Background: an optimization exercise with open tools, aiming at small area, a short achievable clock period and few clock cycles per item. Do not read the settings as production practice.
The RTL was checked by simulation tests, not by an equivalence proof against the original design.
Power and IR drop assume default switching activity.

## zinc
==> module geofence, before the edit <==
module geofence (clk, reset, X, Y, valid, is_inside);
input clk;
input reset;
input [9:0] X;
input [9:0] Y;
output valid;
output is_inside;
reg [4:0] k;
reg [9:0] px, py;        
reg [11:0] ms, md;       
reg [21:0] q;            
reg [7:0] sg;            
reg [21:0] sa3, sb4;     
reg [21:0] r, l;         
reg [21:0] w, u;         
reg [7:0] occ;           
reg [7:0] vin, vout;     
reg k7;                  
reg vld, ins;            
reg sur;                 
reg line;                
wire [10:0] dx = {1'b0, X} - {1'b0, px};
wire [10:0] dy = {1'b0, Y} - {1'b0, py};
wire [10:0] nx = {1'b0, px} - {1'b0, X};
wire [10:0] ny = {1'b0, py} - {1'b0, Y};
wire [11:0] ms1 = ms - 12'd1;
wire [11:0] md1 = md - 12'd1;
wire [11:0] ut = {2'b0, X} + {2'b0, Y} + ms;
wire [11:0] ut1 = {2'b0, X} + {2'b0, Y} + ms1;
wire [11:0] wt = {2'b0, Y} - {2'b0, X} + md;
wire [11:0] wt1 = {2'b0, Y} - {2'b0, X} + md1;
wire xneg = dx[10], xpos = nx[10];
wire yneg = dy[10], ypos = ny[10];
wire uneg = ut[11], upos = !ut1[11];
wire wneg = wt[11], wpos = !wt1[11];
wire [21:0] iq = {xneg, yneg, xneg ? nx[9:0] : dx[9:0], yneg ? ny[9:0] : dy[9:0]};
always @(posedge clk) begin
    q <= iq;
    sg <= {xneg, xpos, yneg, ypos, uneg, upos, wneg, wpos};
end
always @(posedge clk) begin
    if (k == 5'd0) begin
        px <= X;
        py <= Y;
        ms <= 12'd0 - {2'b0, X} - {2'b0, Y};
        md <= {2'b0, X} - {2'b0, Y};
    end
end
wire done = valid;
always @(posedge clk) begin
    if (reset || done)
        k <= 5'd0;
    else
        k <= k + 5'd1;
end
wire ld_r = k == 5'd2 || k == 5'd4 || k == 5'd7 || k == 5'd10 || k == 5'd13;
wire ld_l = k == 5'd5 || k == 5'd8 || k == 5'd11 || k == 5'd14;
reg upd, upd1;           
always @(posedge clk) begin
    upd <= !reset && !done && (k == 5'd3 || k == 5'd6 || k == 5'd9 || k == 5'd12 || k == 5'd15);
    upd1 <= !reset && !done && k == 5'd3;
end
always @(posedge clk) begin
    if (k == 5'd5)
        sa3 <= q;
    else if (k == 5'd7)
        sa3 <= q;
    if (k == 5'd6)
        sb4 <= q;
end
wire gxn = sg[7], gxp = sg[6], gyn = sg[5], gyp = sg[4];
wire gun = sg[3], gup = sg[2], gwn = sg[1], gwp = sg[0];
wire [7:0] cq = {gyn & !gun, !gxn & gun, gxn & !gwp, !gyp & gwp,
                 gyp & !gup, !gxp & gup, gxp & !gwn, !gyn & gwn};
always @(posedge clk) begin
    if (k == 5'd2)
        occ <= cq;
    else
        occ <= occ | cq;
end
wire [7:0] o = occ | cq;
wire [15:0] o2 = {o, o};
reg [7:0] succ, bad, tin, tout, fit;
integer c;
always @(*) begin
    for (c = 0; c < 8; c = c + 1)
        succ[c] = o2[c + 1 +: 3] != 3'd0;
    bad = o & ~succ;
end
wire [15:0] bad2 = {bad, bad};
always @(*) begin
    for (c = 0; c < 8; c = c + 1)
        fit[c] = o2[c + 4 +: 4] == 4'd0;
end
wire [15:0] fit2 = {fit, fit};
always @(*) begin
    for (c = 0; c < 8; c = c + 1) begin
        tin[c] = succ[c] && bad2[c + 1 +: 4] == 4'd0;
        tout[c] = fit2[c + 5 +: 4] != 4'd0;
    end
end
always @(posedge clk) begin
    vin <= tin;
    vout <= tin | tout;
    k7 <= !reset && !done && k == 5'd6;
end
wire wxs = w[21], wys = w[20], uxs = u[21], uys = u[20];
wire [9:0] wxm = w[19:10], wym = w[9:0], uxm = u[19:10], uym = u[9:0];
wire [20:0] ts, tc;
xtree tree (.wxm(wxm), .wym(wym), .uxm(uxm), .uym(uym), .s(ts), .c(tc));
reg [20:0] xs, xc;       
reg sa, sb, anz, bnz, opp;
always @(posedge clk) begin
    xs <= ts;
    xc <= tc;
    sa <= wxs ^ uys;
    sb <= wys ^ uxs;
    anz <= wxm != 10'd0 && uym != 10'd0;
    bnz <= wym != 10'd0 && uxm != 10'd0;
    opp <= (wxm != 10'd0 && uxm != 10'd0 && wxs != uxs) ||
           (wym != 10'd0 && uym != 10'd0 && wys != uys);
end
wire [20:0] cy = {1'b0, xs[19:0]} + {1'b0, xc[19:0]};
wire dneg = xs[20] ^ xc[20] ^ cy[20];
wire dz = (xs ^ xc) == {xs[19:0] | xc[19:0], 1'b0};
wire cn = (sa == sb) ? (sa ? !dneg && !dz : dneg) : (sa && (anz || bnz));
wire cp = (sa == sb) ? (sa ? dneg : !dneg && !dz) : (!sa && (anz || bnz));
reg crn, crp;            
always @(posedge clk) begin
    crn <= cn;
    crp <= cp;
end
wire rn = upd1 ? cn : crn;
wire rp = upd1 ? cp : crp;
reg [21:0] rnx, lnx;
reg surnx, linenx;
always @(*) begin
    rnx = r;
    lnx = l;
    surnx = sur;
    linenx = line;
    if (k == 5'd2) begin
        rnx = q;
        lnx = q;
        surnx = 1'b0;
        linenx = 1'b0;
    end else if (upd && !sur) begin
        if (line) begin
            linenx = 1'b0;
            if (rn) begin
                rnx = l;
                lnx = r;
            end
        end else if (rn && cp) begin
            surnx = 1'b1;
        end else if (!rn && cp) begin
            lnx = u;
        end else if (rn && !cp) begin
            rnx = u;
        end else if (!rn && !rp && !cn && !cp && opp) begin
            lnx = u;
            linenx = 1'b1;
        end
    end
end
always @(posedge clk) begin
    r <= rnx;
    l <= lnx;
    sur <= surnx;
    line <= linenx;
end
always @(posedge clk) begin
    if (ld_r)
        w <= rnx;
    else if (ld_l)
        w <= l;
    case (k)
    5'd2: u <= iq;
    5'd4: u <= q;
    5'd7: u <= sa3;
    5'd10: u <= sb4;
    5'd13: u <= sa3;
    default: ;
    endcase
end
wire q_valid = k7 && (cq & vout) != 8'd0;
wire q_in = k7 && (cq & vin) != 8'd0;
always @(posedge clk) begin
    if (reset || done) begin
        vld <= 1'b0;
        ins <= 1'b0;
    end else begin
        vld <= (k >= 5'd7 && surnx) || k == 5'd16;
        ins <= k >= 5'd7 && surnx;
    end
end
assign valid = vld || q_valid;
assign is_inside = ins || q_in;
endmodule
Settings: LEC_CHECK=0, CAP_MARGIN=20, CORE_MARGIN=2, CORE_UTILIZATION=35, SLEW_MARGIN=20; clock period 11.5 ns.
standard.sh (not shown) runs the stock make flow with config.mk's settings and CLKGATE_MAP_FILE= SYNTH_SCRIPT=/design/flow/synth_recipe.tcl, a recipe that flattens the netlist after the stock synthesis.
==> flow/flow/run.sh <==
#!/bin/bash
# Standard layout, with timing repair aiming for a period of about 4.3 ns
# (setup margin 7.2 ns at the design's 11.5 ns clock).
set -euo pipefail
bash standard.sh SETUP_SLACK_MARGIN=7.2 finish > flow.log 2>&1
Testbench counts of zinc, summed over its fixed seeds: cycles 15,151, items 1,600.
Here is what was changed in the inputs of xenon compared with zinc.
-- flow/design.v --
<<< zinc, line 10
reg [11:0] ms, md;       
reg [21:0] q;            
reg [7:0] sg;            
reg [21:0] sa3, sb4;     
reg [21:0] r, l;         
reg [21:0] w, u;         
reg [7:0] occ;           
reg [7:0] vin, vout;     
reg k7;                  
reg vld, ins;            
reg sur;                 
>>> xenon, line 10
reg [11:0] ms, md;       
reg [21:0] q;            
reg [7:0] cq;            
reg [21:0] sa3, sb4;     
reg [21:0] r, l;         
reg [21:0] w, u;         
reg [7:0] occ;           
reg vld, ins;            
reg sur;                 
<<< zinc, line 34
wire uneg = ut[11], upos = !ut1[11];
wire wneg = wt[11], wpos = !wt1[11];
wire [21:0] iq = {xneg, yneg, xneg ? nx[9:0] : dx[9:0], yneg ? ny[9:0] : dy[9:0]};
always @(posedge clk) begin
    q <= iq;
    sg <= {xneg, xpos, yneg, ypos, uneg, upos, wneg, wpos};
end
always @(posedge clk) begin
>>> xenon, line 32
wire uneg = ut[11], upos = !ut1[11];
wire wneg = wt[11], wpos = !wt1[11];
wire [7:0] icls = {yneg & !uneg, !xneg & uneg, xneg & !wpos, !ypos & wpos,
                   ypos & !upos, !xpos & upos, xpos & !wneg, !yneg & wneg};
wire [21:0] iq = {xneg, yneg, xneg ? nx[9:0] : dx[9:0], yneg ? ny[9:0] : dy[9:0]};
always @(posedge clk) begin
    q <= iq;
    cq <= icls;
end
always @(posedge clk) begin
<<< zinc, line 47
    end
end
wire done = valid;
always @(posedge clk) begin
    if (reset || done)
>>> xenon, line 47
    end
end
wire done = vld;
always @(posedge clk) begin
    if (reset || done)
<<< zinc, line 69
        sb4 <= q;
end
wire gxn = sg[7], gxp = sg[6], gyn = sg[5], gyp = sg[4];
wire gun = sg[3], gup = sg[2], gwn = sg[1], gwp = sg[0];
wire [7:0] cq = {gyn & !gun, !gxn & gun, gxn & !gwp, !gyp & gwp,
                 gyp & !gup, !gxp & gup, gxp & !gwn, !gyn & gwn};
always @(posedge clk) begin
    if (k == 5'd2)
>>> xenon, line 69
        sb4 <= q;
end
always @(posedge clk) begin
    if (k == 5'd2)
<<< zinc, line 99
        tout[c] = fit2[c + 5 +: 4] != 4'd0;
    end
end
always @(posedge clk) begin
    vin <= tin;
    vout <= tin | tout;
    k7 <= !reset && !done && k == 5'd6;
end
wire wxs = w[21], wys = w[20], uxs = u[21], uys = u[20];
>>> xenon, line 95
        tout[c] = fit2[c + 5 +: 4] != 4'd0;
    end
end
wire wxs = w[21], wys = w[20], uxs = u[21], uys = u[20];
<<< zinc, line 184
    endcase
end
wire q_valid = k7 && (cq & vout) != 8'd0;
wire q_in = k7 && (cq & vin) != 8'd0;
always @(posedge clk) begin
    if (reset || done) begin
        vld <= 1'b0;
        ins <= 1'b0;
    end else begin
        vld <= (k >= 5'd7 && surnx) || k == 5'd16;
        ins <= k >= 5'd7 && surnx;
    end
end
assign valid = vld || q_valid;
assign is_inside = ins || q_in;
endmodule
module xtree (wxm, wym, uxm, uym, s, c);
>>> xenon, line 175
    endcase
end
wire q_valid = (icls & (tin | tout)) != 8'd0;
wire q_in = (icls & tin) != 8'd0;
always @(posedge clk) begin
    if (reset || vld) begin
        vld <= 1'b0;
        ins <= 1'b0;
    end else begin
        vld <= (k == 5'd6 && q_valid) || (k >= 5'd7 && surnx) || k == 5'd16;
        ins <= (k == 5'd6 && q_in) || (k >= 5'd7 && surnx);
    end
end
assign valid = vld;
assign is_inside = ins;
endmodule
module xtree (wxm, wym, uxm, uym, s, c);
==> comparison <==
- xenon ended up with fewer standard cells than zinc.
- In terms of mux share of post-synthesis cell area, xenon and zinc differ only marginally.
- Between zinc and xenon, sequential fraction of the synthesis area is lower for xenon, zinc comes in above that.
- Delta (xenon minus zinc): number of clock sinks seen by CTS lost about 5%; starting utilization of the core area neither gained nor lost much; synthesized area per cell lost 2.2%.
- Compared with zinc, in xenon register cell area after layout decreased 4.2%; average vias per placed instance picked up an extra about 2.1%; final hold slack went down; clock tree cell share of total cell area +0.30 points; number of cells on the critical path went up by 6.
- Compared with zinc, xenon ends up with a smaller final cell area.
- Mapped cell area, zinc and xenon: larger value in zinc
Testbench counts of xenon, summed over its fixed seeds: cycles 15,151, items 1,600.

---

Another version of the RTL of geofence (not shown whole).
Size: roughly 290 flip-flops, roughly 22000 um2 of cells after synthesis.
==> module geofence, before the edit <==
module geofence (clk, reset, X, Y, valid, is_inside);
input clk;
input reset;
input [9:0] X;
input [9:0] Y;
output valid;
output is_inside;
reg [4:0] k;
reg [9:0] px, py;        
reg [11:0] ms, md;       
reg [21:0] q;            
reg [7:0] sg;            
reg [21:0] sa3, sb4;     
reg [21:0] r, l;         
reg [21:0] w, u;         
reg [7:0] occ;           
reg [7:0] vin, vout;     
reg k7;                  
reg vld, ins;            
reg sur;                 
reg line;                
wire xneg, xpos, yneg, ypos;
wire [9:0] xmag, ymag;
absd a_x (.a(X), .b(px), .neg(xneg), .pos(xpos), .mag(xmag));
absd a_y (.a(Y), .b(py), .neg(yneg), .pos(ypos), .mag(ymag));
wire uneg, unp, wneg, wnp;
sgn3 s_u (.a({2'b0, X}), .b({2'b0, Y}), .c(ms), .neg(uneg), .nonpos(unp));
sgn3 s_w (.a({2'b0, Y}), .b(~{2'b0, X}), .c(md), .neg(wneg), .nonpos(wnp));
wire upos = !unp;
wire wpos = !wnp;
wire [21:0] iq = {xneg, yneg, xmag, ymag};
always @(posedge clk) begin
    q <= iq;
    sg <= {xneg, xpos, yneg, ypos, uneg, upos, wneg, wpos};
end
always @(posedge clk) begin
    if (k == 5'd0) begin
        px <= X;
        py <= Y;
        ms <= 12'd0 - {2'b0, X} - {2'b0, Y};
        md <= {2'b0, X} - {2'b0, Y} + 12'd1;
    end
end
wire done = valid;
always @(posedge clk) begin
    if (reset || done)
        k <= 5'd0;
    else
        k <= k + 5'd1;
end
wire ld_r = k == 5'd2 || k == 5'd4 || k == 5'd7 || k == 5'd10 || k == 5'd13;
wire ld_l = k == 5'd5 || k == 5'd8 || k == 5'd11 || k == 5'd14;
reg upd, upd1;           
always @(posedge clk) begin
    upd <= !reset && !done && (k == 5'd3 || k == 5'd6 || k == 5'd9 || k == 5'd12 || k == 5'd15);
    upd1 <= !reset && !done && k == 5'd3;
end
always @(posedge clk) begin
    if (k == 5'd5)
        sa3 <= q;
    else if (k == 5'd7)
        sa3 <= q;
    if (k == 5'd6)
        sb4 <= q;
end
wire gxn = sg[7], gxp = sg[6], gyn = sg[5], gyp = sg[4];
wire gun = sg[3], gup = sg[2], gwn = sg[1], gwp = sg[0];
wire [7:0] cq = {gyn & !gun, !gxn & gun, gxn & !gwp, !gyp & gwp,
                 gyp & !gup, !gxp & gup, gxp & !gwn, !gyn & gwn};
always @(posedge clk) begin
    if (k == 5'd2)
        occ <= cq;
    else
        occ <= occ | cq;
end
wire [7:0] o = occ | cq;
wire [15:0] o2 = {o, o};
reg [7:0] succ, bad, tin, tout, fit;
integer c;
always @(*) begin
    for (c = 0; c < 8; c = c + 1)
        succ[c] = o2[c + 1 +: 3] != 3'd0;
    bad = o & ~succ;
end
wire [15:0] bad2 = {bad, bad};
always @(*) begin
    for (c = 0; c < 8; c = c + 1)
        fit[c] = o2[c + 4 +: 4] == 4'd0;
end
wire [15:0] fit2 = {fit, fit};
always @(*) begin
    for (c = 0; c < 8; c = c + 1) begin
        tin[c] = succ[c] && bad2[c + 1 +: 4] == 4'd0;
        tout[c] = fit2[c + 5 +: 4] != 4'd0;
    end
end
always @(posedge clk) begin
    vin <= tin;
    vout <= tin | tout;
    k7 <= !reset && !done && k == 5'd6;
end
wire wxs = w[21], wys = w[20], uxs = u[21], uys = u[20];
wire [9:0] wxm = w[19:10], wym = w[9:0], uxm = u[19:10], uym = u[9:0];
wire [20:0] ts, tc;
xtree tree (.wxm(wxm), .wym(wym), .uxm(uxm), .uym(uym), .s(ts), .c(tc));
reg [20:0] xs, xc;       
reg sa, sb, anz, bnz, opp;
always @(posedge clk) begin
    xs <= ts;
    xc <= tc;
    sa <= wxs ^ uys;
    sb <= wys ^ uxs;
    anz <= wxm != 10'd0 && uym != 10'd0;
    bnz <= wym != 10'd0 && uxm != 10'd0;
    opp <= (wxm != 10'd0 && uxm != 10'd0 && wxs != uxs) ||
           (wym != 10'd0 && uym != 10'd0 && wys != uys);
end
wire [20:0] cy = {1'b0, xs[19:0]} + {1'b0, xc[19:0]};
wire dneg = xs[20] ^ xc[20] ^ cy[20];
wire dz = (xs ^ xc) == {xs[19:0] | xc[19:0], 1'b0};
wire cn = (sa == sb) ? (sa ? !dneg && !dz : dneg) : (sa && (anz || bnz));
wire cp = (sa == sb) ? (sa ? dneg : !dneg && !dz) : (!sa && (anz || bnz));
reg crn, crp;            
always @(posedge clk) begin
    crn <= cn;
    crp <= cp;
end
wire rn = upd1 ? cn : crn;
wire rp = upd1 ? cp : crp;
reg [21:0] rnx, lnx;
reg surnx, linenx;
always @(*) begin
    rnx = r;
    lnx = l;
    surnx = sur;
    linenx = line;
    if (k == 5'd2) begin
        rnx = q;
        lnx = q;
        surnx = 1'b0;
        linenx = 1'b0;
    end else if (upd && !sur) begin
        if (line) begin
            linenx = 1'b0;
            if (rn) begin
                rnx = l;
                lnx = r;
            end
        end else if (rn && cp) begin
            surnx = 1'b1;
        end else if (!rn && cp) begin
            lnx = u;
        end else if (rn && !cp) begin
            rnx = u;
        end else if (!rn && !rp && !cn && !cp && opp) begin
            lnx = u;
            linenx = 1'b1;
        end
    end
end
always @(posedge clk) begin
    r <= rnx;
    l <= lnx;
    sur <= surnx;
    line <= linenx;
end
always @(posedge clk) begin
    if (ld_r)
        w <= rnx;
    else if (ld_l)
        w <= l;
    case (k)
    5'd2: u <= iq;
    5'd4: u <= q;
    5'd7: u <= sa3;
    5'd10: u <= sb4;
    5'd13: u <= sa3;
    default: ;
    endcase
end
wire q_valid = k7 && (cq & vout) != 8'd0;
wire q_in = k7 && (cq & vin) != 8'd0;
always @(posedge clk) begin
    if (reset || done) begin
        vld <= 1'b0;
        ins <= 1'b0;
    end else begin
        vld <= (k >= 5'd7 && surnx) || k == 5'd16;
        ins <= k >= 5'd7 && surnx;
    end
end
assign valid = vld || q_valid;
assign is_inside = ins || q_in;
endmodule
==> module sgn3, before the edit <==
module sgn3 (a, b, c, neg, nonpos);
input [11:0] a, b, c;
output neg, nonpos;
wire [11:0] s = a ^ b ^ c;
wire [11:0] k = {(a[10:0] & b[10:0]) | (a[10:0] & c[10:0]) | (b[10:0] & c[10:0]), 1'b0};
wire [11:0] cy = {1'b0, s[10:0]} + {1'b0, k[10:0]};
assign neg = s[11] ^ k[11] ^ cy[11];
assign nonpos = neg || (s ^ k) == {s[10:0] | k[10:0], 1'b0};
endmodule
==> flow/config.mk <==
export PLATFORM = sky130hd
export DESIGN_NAME = geofence
export DESIGN_NICKNAME = geofence
export VERILOG_FILES = /design/flow/design.v
export SDC_FILE = /design/flow/constraint.sdc
export NUM_CORES = 4
export LEC_CHECK = 0
export CAP_MARGIN = 20
export CORE_MARGIN = 2
export CORE_UTILIZATION = 35
export SLEW_MARGIN = 20
export SYNTH_HIERARCHICAL = 1
export SYNTH_MINIMUM_KEEP_SIZE = 0
==> flow/constraint.sdc <==
create_clock -name core_clock -period 11.5 [get_ports {clk}]
set_input_delay 2.3000 -clock core_clock [delete_from_list [all_inputs] [get_ports {clk}]]
set_output_delay 2.3000 -clock core_clock [all_outputs]
set_load 0.01 [all_outputs]
Scripts as last shown in full above: flow/flow/run.sh
The starting point went through all stages and came out clean.
Testbench counts at the start, summed over its fixed seeds: cycles 15,151, items 1,600.
==> next run, changes <==
--- a/flow/design.v
+++ b/flow/design.v
@@ -24,9 +24,13 @@
 absd a_x (.a(X), .b(px), .neg(xneg), .pos(xpos), .mag(xmag));
 absd a_y (.a(Y), .b(py), .neg(yneg), .pos(ypos), .mag(ymag));
-wire uneg, unp, wneg, wnp;
-sgn3 s_u (.a({2'b0, X}), .b({2'b0, Y}), .c(ms), .neg(uneg), .nonpos(unp));
-sgn3 s_w (.a({2'b0, Y}), .b(~{2'b0, X}), .c(md), .neg(wneg), .nonpos(wnp));
-wire upos = !unp;
-wire wpos = !wnp;
+wire [11:0] ms1 = ms - 12'd1;
+wire [11:0] mdp = md + 12'd1;
+wire uneg, un1, wneg, wn1;
+sgn3 s_u (.a({2'b0, X}), .b({2'b0, Y}), .c(ms), .s(uneg));
+sgn3 s_u1 (.a({2'b0, X}), .b({2'b0, Y}), .c(ms1), .s(un1));
+sgn3 s_w (.a({2'b0, Y}), .b(~{2'b0, X}), .c(mdp), .s(wneg));
+sgn3 s_w1 (.a({2'b0, Y}), .b(~{2'b0, X}), .c(md), .s(wn1));
+wire upos = !un1;
+wire wpos = !wn1;
 wire [21:0] iq = {xneg, yneg, xmag, ymag};
 always @(posedge clk) begin
@@ -39,5 +43,5 @@
         py <= Y;
         ms <= 12'd0 - {2'b0, X} - {2'b0, Y};
-        md <= {2'b0, X} - {2'b0, Y} + 12'd1;
+        md <= {2'b0, X} - {2'b0, Y};
     end
 end
@@ -193,12 +197,9 @@
 assign is_inside = ins || q_in;
 endmodule
-module sgn3 (a, b, c, neg, nonpos);
+module sgn3 (a, b, c, s);
 input [11:0] a, b, c;
-output neg, nonpos;
-wire [11:0] s = a ^ b ^ c;
-wire [11:0] k = {(a[10:0] & b[10:0]) | (a[10:0] & c[10:0]) | (b[10:0] & c[10:0]), 1'b0};
-wire [11:0] cy = {1'b0, s[10:0]} + {1'b0, k[10:0]};
-assign neg = s[11] ^ k[11] ^ cy[11];
-assign nonpos = neg || (s ^ k) == {s[10:0] | k[10:0], 1'b0};
+output s;
+wire [11:0] t = a + b + c;
+assign s = t[11];
 endmodule
 module absd (a, b, neg, pos, mag);
Non-clock buffer count came out lower by 18.
Combinational power decreases by a little under a tenth.
Fmax grows slightly.
Die area is higher slightly.
Utilization drops by 1.0 points.
Clock-buffer cell count came out lower by 2.
Hold slack is worse by 0.0065 ns.
Area after synthesis rose slightly.
Sequential cell count is lower by 2.
Worst setup slack improves by 0.073 ns.
Testbench counts after the change, summed over its fixed seeds: cycles 15,151, items 1,600.

-- separate check: timing with driven ports --
The results above use ideal ports. As a check the final layouts listed here were re-extracted and re-timed, cells and wires unchanged. Step 1, drivers: a clkbuf_16 drives clk and a buf_2 each remaining input, both assumed. Step 2, shift: input delay + t, output delay - t, t = (earliest + latest rising clock arrival at the registers) / 2. This alone moves slack from input paths to output paths. a / b / c = no drivers / after step 1 / after step 2; a / b = the first two.
run | t, ns | setup slack, ns | hold WS [ns] | worst register clock-pin slew, ns | pins driven straight from the clock port
zinc | 0.611 | 6.748 / 6.731 / 6.119 | 0.459 / 0.459 / 0.459 | 0.06 / 0.06 | 1
xenon | 0.603 | 5.542 / 5.517 / 4.914 | 0.455 / 0.455 / 0.455 | 0.07 / 0.07 | 1
the first run of note 2 | 0.627 | 7.231 / 7.243 / 6.629 | 0.482 / 0.482 / 0.482 | 0.07 / 0.07 | 1
the second run of note 2 | 0.595 | 7.304 / 7.248 / 6.727 | 0.475 / 0.475 / 0.475 | 0.06 / 0.06 | 1
After both steps setup and hold are still met in every run listed. The setup slack of zinc, which loses most, moves by -0.017 ns with the drivers and by -0.629 ns with both steps.
